What follows belongs to an exercise in optimizing a design on an open flow for small area and a short achievable clock period; a production flow would make more cautious choices.
RTL that was checked went through simulation tests only; none was proved equivalent to the original.
Power figures rest on the tool's default switching activity, not on a simulated workload.

==> flow/design.v (excerpt) <==
module PE(
    input wire CLK,
    input wire RESET,
    input wire EN,
    input wire SELECTOR,
    input wire W_EN,
    input wire signed [7:0] active_left,
    output reg signed [7:0] active_right,
    input wire signed [15:0] in_sum,
    output reg signed [15:0] out_sum,
    input wire signed [7:0] in_weight_above,
    output wire signed [7:0] out_weight_below
    );
clock: 5.5 ns
lec_check: 0
cap_margin: 0
core_margin: 2
core_utilization: 65
gpl_timing_driven: 0
setup_slack_margin: 0.5
slew_margin: 0
synth_hierarchical: 1
standard.sh (not shown) runs the stock make flow with config.mk's settings and CLKGATE_MAP_FILE= SYNTH_SCRIPT=/design/flow/synth_recipe.tcl, a recipe that flattens the netlist after the stock synthesis.
==> flow/flow/run.sh <==
#!/bin/bash
# Standard layout with two changes: the port buffers are the smallest buffer
# cell, and clock tree synthesis inserts no dummy loads.
set -euo pipefail
export BUFFER_PORTS_ARGS="-buffer_cell sky130_fd_sc_hd__buf_1"
export CTS_ARGS="-sink_clustering_enable -repair_clock_nets -dont_use_dummy_load"
bash standard.sh finish > flow_standard.log 2>&1
Rerun with:
==> flow/config.mk (replaced) <==
export PLATFORM = sky130hd
export DESIGN_NAME = PE
export DESIGN_NICKNAME = PE
export VERILOG_FILES = /design/flow/design.v
export SDC_FILE = /design/flow/constraint.sdc
export NUM_CORES = 4
export LEC_CHECK = 0
export CAP_MARGIN = 20
export CORE_MARGIN = 2
export CORE_UTILIZATION = 65
export GPL_TIMING_DRIVEN = 1
export SETUP_SLACK_MARGIN = 0.7
export SLEW_MARGIN = 20
export SYNTH_HIERARCHICAL = 1
Effect:
- non-clock buffer count rises by 10
- synthesized cell count stays the same
- worst setup slack gets better by 0.12 ns
- global-route usage increases by 0.85 points
- combinational power increases by roughly a tenth
- routed wire length came out higher by a few percent
- total power is higher by a little under a tenth
- cell count is higher by a few percent
- design area is higher by a few percent
- clock skew went down by 0.0036 ns
- sequential power barely changes
Rerun with:
==> flow/flow/run.sh (replaced) <==
#!/bin/bash
# Standard layout with two changes: the port buffers are the smallest buffer
# cell, and clock tree synthesis inserts no dummy loads.
set -euo pipefail
export BUFFER_PORTS_ARGS="-buffer_cell sky130_fd_sc_hd__buf_1"
export CTS_ARGS="-repair_clock_nets -dont_use_dummy_load -buf_list sky130_fd_sc_hd__clkbuf_16"
bash standard.sh finish > flow_standard.log 2>&1
--- a/flow/config.mk
+++ b/flow/config.mk
@@ -9,5 +9,5 @@
 export CORE_MARGIN = 2
 export CORE_UTILIZATION = 65
-export GPL_TIMING_DRIVEN = 1
+export GPL_TIMING_DRIVEN = 0
 export SETUP_SLACK_MARGIN = 0.7
 export SLEW_MARGIN = 20
What happened: The new run passed the timing, design-rule and antenna checks; area after synthesis is unchanged; non-clock buffer count decreases by 10; die area does not change; count of clock-buffer cells in the layout stays the same; core utilization decreases by 1.3 points.
Rerun with:
==> flow/flow/run.sh (replaced) <==
#!/bin/bash
# Standard layout with two changes: the port buffers are the smallest buffer
# cell, and clock tree synthesis inserts no dummy loads.
set -euo pipefail
export BUFFER_PORTS_ARGS="-buffer_cell sky130_fd_sc_hd__buf_1"
export CTS_ARGS="-sink_clustering_enable -repair_clock_nets -dont_use_dummy_load"
bash standard.sh finish > flow_standard.log 2>&1
--- a/flow/config.mk
+++ b/flow/config.mk
@@ -10,5 +10,5 @@
 export CORE_UTILIZATION = 65
 export GPL_TIMING_DRIVEN = 0
-export SETUP_SLACK_MARGIN = 0.7
+export SETUP_SLACK_MARGIN = 0.3
 export SLEW_MARGIN = 20
 export SYNTH_HIERARCHICAL = 1
Result:
- area after synthesis does not change
- global-route usage is lower by 0.42 points
- cell area is lower by 3.7%

---

job 101:
PE, a different RTL version from the one above (not shown whole).
Size: about 300 cells after synthesis, roughly 40 flip-flops, about 69 I/O pins, ~0.0034 mm2 of cells after synthesis.
export LEC_CHECK = 0
export CAP_MARGIN = 20
export CORE_MARGIN = 2
export CORE_UTILIZATION = 60
export GPL_TIMING_DRIVEN = 0
export SETUP_SLACK_MARGIN = 0.8
export SLEW_MARGIN = 20
export SYNTH_HIERARCHICAL = 1
create_clock -name core_clock -period 5.5 [get_ports {CLK}]
==> flow/flow/run.sh <==
#!/bin/bash
# Standard layout with two changes: the port buffers are the smallest buffer
# cell, and clock tree synthesis inserts no dummy loads.
set -euo pipefail
export BUFFER_PORTS_ARGS="-buffer_cell sky130_fd_sc_hd__buf_1"
export CTS_ARGS="-sink_clustering_enable -repair_clock_nets -dont_use_dummy_load"
bash standard.sh finish > flow_standard.log 2>&1
Job 101: done, clean on timing, DRC and antenna
Here is what was changed in the inputs of job 102 compared with job 101.
- SETUP_SLACK_MARGIN: 0.8 -> 0.7
- CORE_UTILIZATION: 60 -> 70
Findings:
Of job 102 and job 101, the lower area of the multi-input gates belongs to job 102. Going from job 101 to job 102, share of power burned in combinational logic fell 0.6 points, post-route total power dropped 28 uW.
### job 102 -> job 103
- CORE_UTILIZATION changed from 70 to 65
- SETUP_SLACK_MARGIN changed from 0.7 to 0.75
--- outcome ---
Job 103: flow completed, timing, DRC and antenna clean
Placed standard-cell area essentially unchanged between job 103 and job 102.
Where via count is concerned, job 102 is outperformed by job 103.
Total wire length after detailed routing shrinks slightly when moving from job 102 to job 103.
Reported for job 102 and job 103, number of optimization iterations in the first detailed-route pass turned out identical to the last digit.
Per the comparison of job 103 with job 102, post-route fraction of the period consumed by the critical path went down; clock group share of total power did not really move; final-stage net count did not really move.
Looking at worst setup slack, job 103 sits 86 ps above job 102.
STATUS clock skew: job 103 loses against job 102
diff inputs: job 103 => job 104
- SETUP_SLACK_MARGIN: 0.75 -> 0.7
Notes after the runs:
Per the comparison of job 104 with job 103, total cell area at the placement stage neither gained nor lost much; combinational power flat.
Any difference in global-route wire length before repair between job 103 and job 104 is small enough to ignore.
Diff job 104..job 103 | leakage power of the design | negligible
Job 103 -> job 104: area enclosed by the die boundary delta 0, exact match
Register-to-register slack, job 104 and job 103: smaller value in job 104
Inputs modified between job 104 and job 105:
- SETUP_SLACK_MARGIN: 0.7 -> 0.8
## What came out
active_left[1] as the origin of the worst setup path was reported by job 104, and SELECTOR by job 105. Delta (job 105 minus job 104): cell area after layout now sits higher; fraction of cell area in non-clock buffers now sits higher; hold slack now sits at about the same level; maximum fanout encountered on the critical timing path now sits higher; net count of the finished layout now sits at about the same level. Diff job 104 -> job 105 | timing-limited maximum frequency | increase of 2.7%.

---

## wip/ember
PE, a different RTL version from the one above (not shown whole).
For scale: roughly 320 cells after synthesis, roughly 40 flip-flops, ~69 I/O pins, ~3700 um2 of cells after synthesis.
Settings: LEC_CHECK=0, CAP_MARGIN=20, CORE_MARGIN=2, CORE_UTILIZATION=40, GPL_TIMING_DRIVEN=0, SETUP_SLACK_MARGIN=2.0, SLEW_MARGIN=20, SYNTH_HIERARCHICAL=1; clock period 5.5 ns.
==> flow/flow/run.sh <==
#!/bin/bash
# Standard layout, but the port buffers are the smallest buffer cell.
set -euo pipefail
export BUFFER_PORTS_ARGS="-buffer_cell sky130_fd_sc_hd__buf_1"
bash standard.sh finish > flow_standard.log 2>&1
wip/ember finished all stages; the layout is clean.
Setup changes, wip/ember to wip/umber
- SETUP_SLACK_MARGIN changed from 2.0 to 0
--- outcome ---
- wip/umber vs. wip/ember: total number of cells along the worst setup path went down by 2.
- Summary: with wip/ember as the reference, routed length on met1 in wip/umber moved down by a little under 10%.
- wip/umber vs. wip/ember: non-clock buffer share of cell area went down 3.7 points; final-layout clock-cell area share went up 0.26 points; slack of the worst reg-to-reg path went down 0.22 ns.
- Compared with wip/ember, in wip/umber slew at the pin with the worst max-slew slack held, post-route minimum period went up 0.36 ns.
For wip/garnet, these inputs were changed with respect to wip/umber:
- SETUP_SLACK_MARGIN: 0 -> 1.0
==> notes.md <==
Diff wip/umber -> wip/garnet | maximum clock frequency | increase of about 5.6%
wip/garnet vs. wip/umber: met1 layer usage reported by global route shows an increase of 2.4 points; sequential group share of total power shows a reduction of 4.9 points.
Clock latency at the later pin of the worst-skew pair across wip/garnet and wip/umber: no real change.
| count of routing violations after the opening detailed-route iteration | wip/garnet vs wip/umber | better |
Clock network contribution to total cell area of wip/garnet is on par with wip/umber.
The critical path depth of wip/garnet exceeds that of wip/umber by 2.
The largest fanout on the critical path reported for wip/garnet is smaller than that of wip/umber by 10.
Max global-route usage across wip/garnet and wip/umber: wip/garnet
First-pass GRT wire length was lower in wip/umber than in wip/garnet.
The inputs of wip/violet differ from those of wip/garnet as listed below.
- SETUP_SLACK_MARGIN: 1.0 -> 0
==> flow/run.sh (new file) <==
#!/bin/bash
# synth_recipe.tcl (not shown) runs the flow's synth.tcl, then flattens the netlist and writes it again
# the make line also repeats each setting of config.mk as NAME=value (left out here)
make -C /OpenROAD-flow-scripts/flow DESIGN_CONFIG=/design/flow/config.mk WORK_HOME=/design/flow/orfs CLKGATE_MAP_FILE= SYNTH_SCRIPT=/design/flow/synth_recipe.tcl finish
removed: flow/flow/run.sh
removed: flow/standard.sh
==> notes.md <==
Transition time at the pin with the least slew margin: wip/violet lower than wip/garnet
[wip/violet vs wip/garnet] total power: lower in wip/violet
wip/violet: part of the power in the clock network 2.3 points above wip/garnet
Comparing wip/garnet with wip/violet, the number of buffers created by CTS came out essentially unchanged.
The total overflow reported by the global router of wip/violet and that of wip/garnet are within noise of each other.
Between wip/violet and wip/garnet, it is wip/violet whose highest clock rate is lower, by about 7%.
Function was not checked in any run of this note: the RTL went through the layout flow alone.

---

PE with an RTL version that a note above also has.
For scale: ~300 cells after synthesis, about 40 flip-flops, ~69 I/O pins, about 3500 µm² of cells after synthesis.
## PE
module PE(
    input wire CLK,
    input wire RESET,
    input wire EN,
    input wire SELECTOR,
    input wire W_EN,
    input wire signed [7:0] active_left,
    output reg signed [7:0] active_right,
    input wire signed [15:0] in_sum,
    output reg signed [15:0] out_sum,
    input wire signed [7:0] in_weight_above,
    output wire signed [7:0] out_weight_below
    );
Settings: LEC_CHECK=0, CAP_MARGIN=20, CORE_MARGIN=2, CORE_UTILIZATION=65, GPL_TIMING_DRIVEN=0, SETUP_SLACK_MARGIN=0.9, SLEW_MARGIN=20, SYNTH_HIERARCHICAL=1; clock period 5.5 ns.
==> flow/flow/run.sh <==
#!/bin/bash
# Standard layout with two changes: the port buffers are the smallest buffer
# cell, and clock tree synthesis inserts no dummy loads.
set -euo pipefail
export BUFFER_PORTS_ARGS="-buffer_cell sky130_fd_sc_hd__buf_1"
export CTS_ARGS="-sink_clustering_enable -repair_clock_nets -dont_use_dummy_load"
bash standard.sh finish > flow_standard.log 2>&1
Change:
==> flow/flow/run.sh (replaced) <==
#!/bin/bash
# Standard layout with two changes: the port buffers are the smallest buffer
# cell, and clock tree synthesis inserts no dummy loads.
set -euo pipefail
export BUFFER_PORTS_ARGS="-buffer_cell sky130_fd_sc_hd__buf_1"
export CTS_ARGS="-sink_clustering_enable -repair_clock_nets -dont_use_dummy_load -sink_clustering_size 20 -sink_clustering_max_diameter 100"
bash standard.sh finish > flow_standard.log 2>&1
SETUP_SLACK_MARGIN = 0.7   (was 0.9)
=> Hold slack gets worse by 0.0054 ns; via count is lower by 3.8%; clock skew is lower by 0.012 ns; utilization is lower by 5.1 points; wire length is lower by 8.3%; combinational power is lower by about 10%; area after synthesis does not change; power is lower by 8.1%; worst setup slack gets worse by 0.21 ns.
Change:
==> flow/flow/run.sh (replaced) <==
#!/bin/bash
# Standard layout with two changes: the port buffers are the smallest buffer
# cell, and clock tree synthesis inserts no dummy loads.
set -euo pipefail
export BUFFER_PORTS_ARGS="-buffer_cell sky130_fd_sc_hd__buf_1"
export CTS_ARGS="-sink_clustering_enable -repair_clock_nets -dont_use_dummy_load"
bash standard.sh finish > flow_standard.log 2>&1
SETUP_SLACK_MARGIN = 0.5   (was 0.7)
After rerunning: Core utilization shrinks by 0.44 points. Hold slack stays flat. Setup slack got worse by 0.10 ns. Routed wire length stays flat. Fmax came out lower by about 2.2%. Total power went down by 0.96%.
Change:
SETUP_SLACK_MARGIN = 0.7   (was 0.5)
After rerunning: Worst setup slack is better by 0.10 ns; die area stays the same; non-clock buffer count is unchanged; global-route usage stays flat; routed wire length stays flat; core utilization goes up by 0.44 points.

---

Setup of north:
Another version of the RTL of PE (not shown whole).
For scale: about 300 cells after synthesis, roughly 69 I/O pins, about 3500 um^2 of cells after synthesis.
export LEC_CHECK = 0
export CAP_MARGIN = 20
export CORE_MARGIN = 2
export CORE_UTILIZATION = 65
export GPL_TIMING_DRIVEN = 0
export SETUP_SLACK_MARGIN = 0.75
export SLEW_MARGIN = 20
export SYNTH_HIERARCHICAL = 1
create_clock -name core_clock -period 5.5 [get_ports {CLK}]
==> flow/flow/run.sh <==
#!/bin/bash
# Standard layout with two changes: the port buffers are the smallest buffer
# cell, and clock tree synthesis inserts no dummy loads.
set -euo pipefail
export BUFFER_PORTS_ARGS="-buffer_cell sky130_fd_sc_hd__buf_1"
export CTS_ARGS="-sink_clustering_enable -repair_clock_nets -dont_use_dummy_load"
bash standard.sh finish > flow_standard.log 2>&1
north finished every stage and its layout cleared the timing, design-rule and antenna checks.
--- input diff north..south ---
Settings: a change of SETUP_SLACK_MARGIN from 0.75 to 0.7.
Findings:
Pin count of the biggest net entering global routing came out exactly the same in south and north. Comparing sum of routed wire length over all layers for south and north, the smaller number came from south. Net switching fraction of the power ended up 0.60 points higher on south than on north. Via count, south vs north: down slightly. Per the comparison of south with north, buffer count excluding the clock tree in the final layout shrank by 7; clock skew held. Going from north to south, reported combinational group power now smaller, combinational cell fraction of total power now smaller.
Modified inputs, east compared to south
Settings: a change of CORE_UTILIZATION from 65 to 50.
[summary]
Compared with south, in east first-pass GRT wire length went down; starting utilization of the core area shrank by 16 points; peak supply drop decreased 0.000069 V; share of the core filled with cells in the final layout now smaller.
Comparing east and south, the lower layout overhead on the synthesized area was measured on south.
Relative to east, the following input files were edited for west:
Settings: CORE_UTILIZATION: 50 -> 65; SETUP_SLACK_MARGIN: 0.7 -> 0.6.
### Flow results
[west] layout overhead on the synthesized area fell 3.3 points relative to east
Slew of the pin with the lowest slew margin, west and east: larger value in west
Compared with east, first-iteration DRC count in west decreased by more than 10%.
The non-clock buffer count in west was lower than what east gave.
Going from east to west, the final critical-path share of the clock period was found to have gone up by 1.2 points.
In the metrics for west and east, the one carrying the lower stage delay of the slowest cell on the critical path is west.
| post-route cell area | west vs east | better |
For the die height, west came in 12% lower than east did.
Relative to east, west improves wire length.
Compared with east, the router placed more vias in west.
west: fill cell total of the finished layout about 37% below east

---

## try-umber
Another version of the RTL of PE (not shown whole).
Size in the first run: about 40 flip-flops, about 69 I/O pins, roughly 3400 sq um of cells after synthesis.
==> flow/config.mk <==
export PLATFORM = sky130hd
export DESIGN_NAME = PE
export DESIGN_NICKNAME = PE
export VERILOG_FILES = /design/flow/design.v
export SDC_FILE = /design/flow/constraint.sdc
export NUM_CORES = 4
export LEC_CHECK = 0
export CAP_MARGIN = 20
export CORE_MARGIN = 2
export CORE_UTILIZATION = 75
export GPL_TIMING_DRIVEN = 0
export PLACE_DENSITY = 0.8
export SETUP_SLACK_MARGIN = 0.5
export SLEW_MARGIN = 20
export SYNTH_HIERARCHICAL = 1
==> flow/constraint.sdc <==
create_clock -name core_clock -period 5.5 [get_ports {CLK}]
set_input_delay 1.1000 -clock core_clock [delete_from_list [all_inputs] [get_ports {CLK}]]
set_output_delay 1.1000 -clock core_clock [all_outputs]
set_load 0.01 [all_outputs]
Scripts as last shown in full above: flow/flow/run.sh
try-umber was carried through to the last stage, and its layout satisfied the timing, design-rule and antenna checks.
Inputs modified between try-umber and try-violet:
Settings: PLACE_DENSITY no longer set, was 0.8; CORE_UTILIZATION now 65, was 75.
==> flow/flow/run.sh <==
#!/bin/bash
# Standard layout with two changes: the port buffers are the smallest buffer
# cell, and clock tree synthesis inserts no dummy loads, and
# power recovery downsizes gates off the critical paths after global routing.
set -euo pipefail
export BUFFER_PORTS_ARGS="-buffer_cell sky130_fd_sc_hd__buf_1"
export RECOVER_POWER=100
export CTS_ARGS="-sink_clustering_enable -repair_clock_nets -dont_use_dummy_load"
bash standard.sh finish > flow_standard.log 2>&1
In the flow results for try-violet and try-umber, the worst hold slack is larger on try-umber.
Routed wirelength normalized by instance count (try-umber / try-violet): 1.2
The run showing the greater total track usage is try-umber.
try-violet has initial core utilization below what try-umber had.
[compare] base=try-umber new=try-violet: biggest fanout along the worst timing path shows an increase of 18, part of the total power dissipated in the clock network now larger.
Comparing power for try-violet and try-umber, the bigger number came from try-umber.
Area of all placed cells without fillers: try-umber vs try-violet — no meaningful difference
First-iteration DRC count came out lower on try-violet than on try-umber.
Comparing try-violet and try-umber, routed wire length is higher on try-umber.
diff inputs: try-violet => try-ember
Settings: an added CTS_CLUSTER_SIZE of 20; an added CTS_CLUSTER_DIAMETER of 100.
==> flow/flow/run.sh <==
#!/bin/bash
# Standard layout with two changes: the port buffers are the smallest buffer
# cell, and clock tree synthesis inserts no dummy loads.
set -euo pipefail
export BUFFER_PORTS_ARGS="-buffer_cell sky130_fd_sc_hd__buf_1"
export CTS_ARGS="-sink_clustering_enable -repair_clock_nets -dont_use_dummy_load"
bash standard.sh finish > flow_standard.log 2>&1
[summary]
Compared with try-violet, in try-ember total length of routed wires did not really move, fmax +3.7%, worst hold slack now sits at about the same level, cell area after placement now sits at about the same level.
No run of this note included a check of the RTL's function; only the layout flow was run.

re-timing with driven ports:
The flow's constraints put no driver on any port. The routed layouts listed below were extracted and timed again, unchanged, in two steps.
Step 1 assumes that a clkbuf_16 drives the clock port and a buf_2 every other input.
Step 2, shift: input delay + t, output delay - t, t = (earliest + latest rising clock arrival at the registers) / 2. This alone moves slack from input paths to output paths.
Three values: ideal ports, drivers, drivers and shift; two values: the first two.
| run | t, ns | setup WS [ns] | worst data-port slew with drivers (ns) |
|---|---|---|---|
| the first run of note 1 | 0.314 | 0.698 / 0.671 / 0.357 | 0.05 |
| the second run of note 1 | 0.322 | 0.817 / 0.822 / 0.500 | 0.04 |
| the third run of note 1 | 0.316 | 0.810 / 0.758 / 0.442 | 0.08 |
| the fourth run of note 1 | 0.316 | 0.537 / 0.537 / 0.222 | 0.04 |
| job 101 | 0.319 | 0.958 / 0.952 / 0.633 | 0.06 |
| job 102 | 0.314 | 0.849 / 0.846 / 0.532 | 0.04 |
| job 103 | 0.321 | 0.935 / 0.944 / 0.623 | 0.05 |
| job 104 | 0.321 | 0.879 / 0.883 / 0.562 | 0.03 |
| job 105 | 0.316 | 0.999 / 0.988 / 0.672 | 0.05 |
| wip/ember | 0.338 | 0.584 / 0.448 / 0.110 | 0.17 |
| wip/umber | 0.326 | 0.219 / 0.211 / -0.115 | 0.04 |
| wip/garnet | 0.326 | 0.498 / 0.413 / 0.087 | 0.16 |
| wip/violet | 0.338 | 0.140 / 0.149 / -0.188 | 0.05 |
| the first run of note 4 | 0.324 | 1.014 / 0.877 / 0.554 | 0.17 |
| the second run of note 4 | 0.312 | 0.808 / 0.768 / 0.455 | 0.07 |
| the third run of note 4 | 0.312 | 0.705 / 0.691 / 0.379 | 0.05 |
| the fourth run of note 4 | 0.312 | 0.808 / 0.768 / 0.455 | 0.07 |
| north | 0.324 | 0.886 / 0.831 / 0.508 | 0.08 |
| south | 0.321 | 0.845 / 0.836 / 0.515 | 0.04 |
| east | 0.323 | 0.810 / 0.786 / 0.463 | 0.05 |
| west | 0.322 | 0.746 / 0.748 / 0.426 | 0.04 |
| try-umber | 0.318 | 0.615 / 0.603 / 0.285 | 0.06 |
| try-violet | 0.317 | 0.558 / 0.532 / 0.216 | 0.05 |
| try-ember | 0.316 | 0.734 / 0.709 / 0.393 | 0.05 |
With both steps, setup timing fails in wip/umber and wip/violet, where it was met with ideal ports. For wip/ember, which loses most, drivers alone change the setup slack by -0.136 ns; drivers and shift together by -0.474 ns.
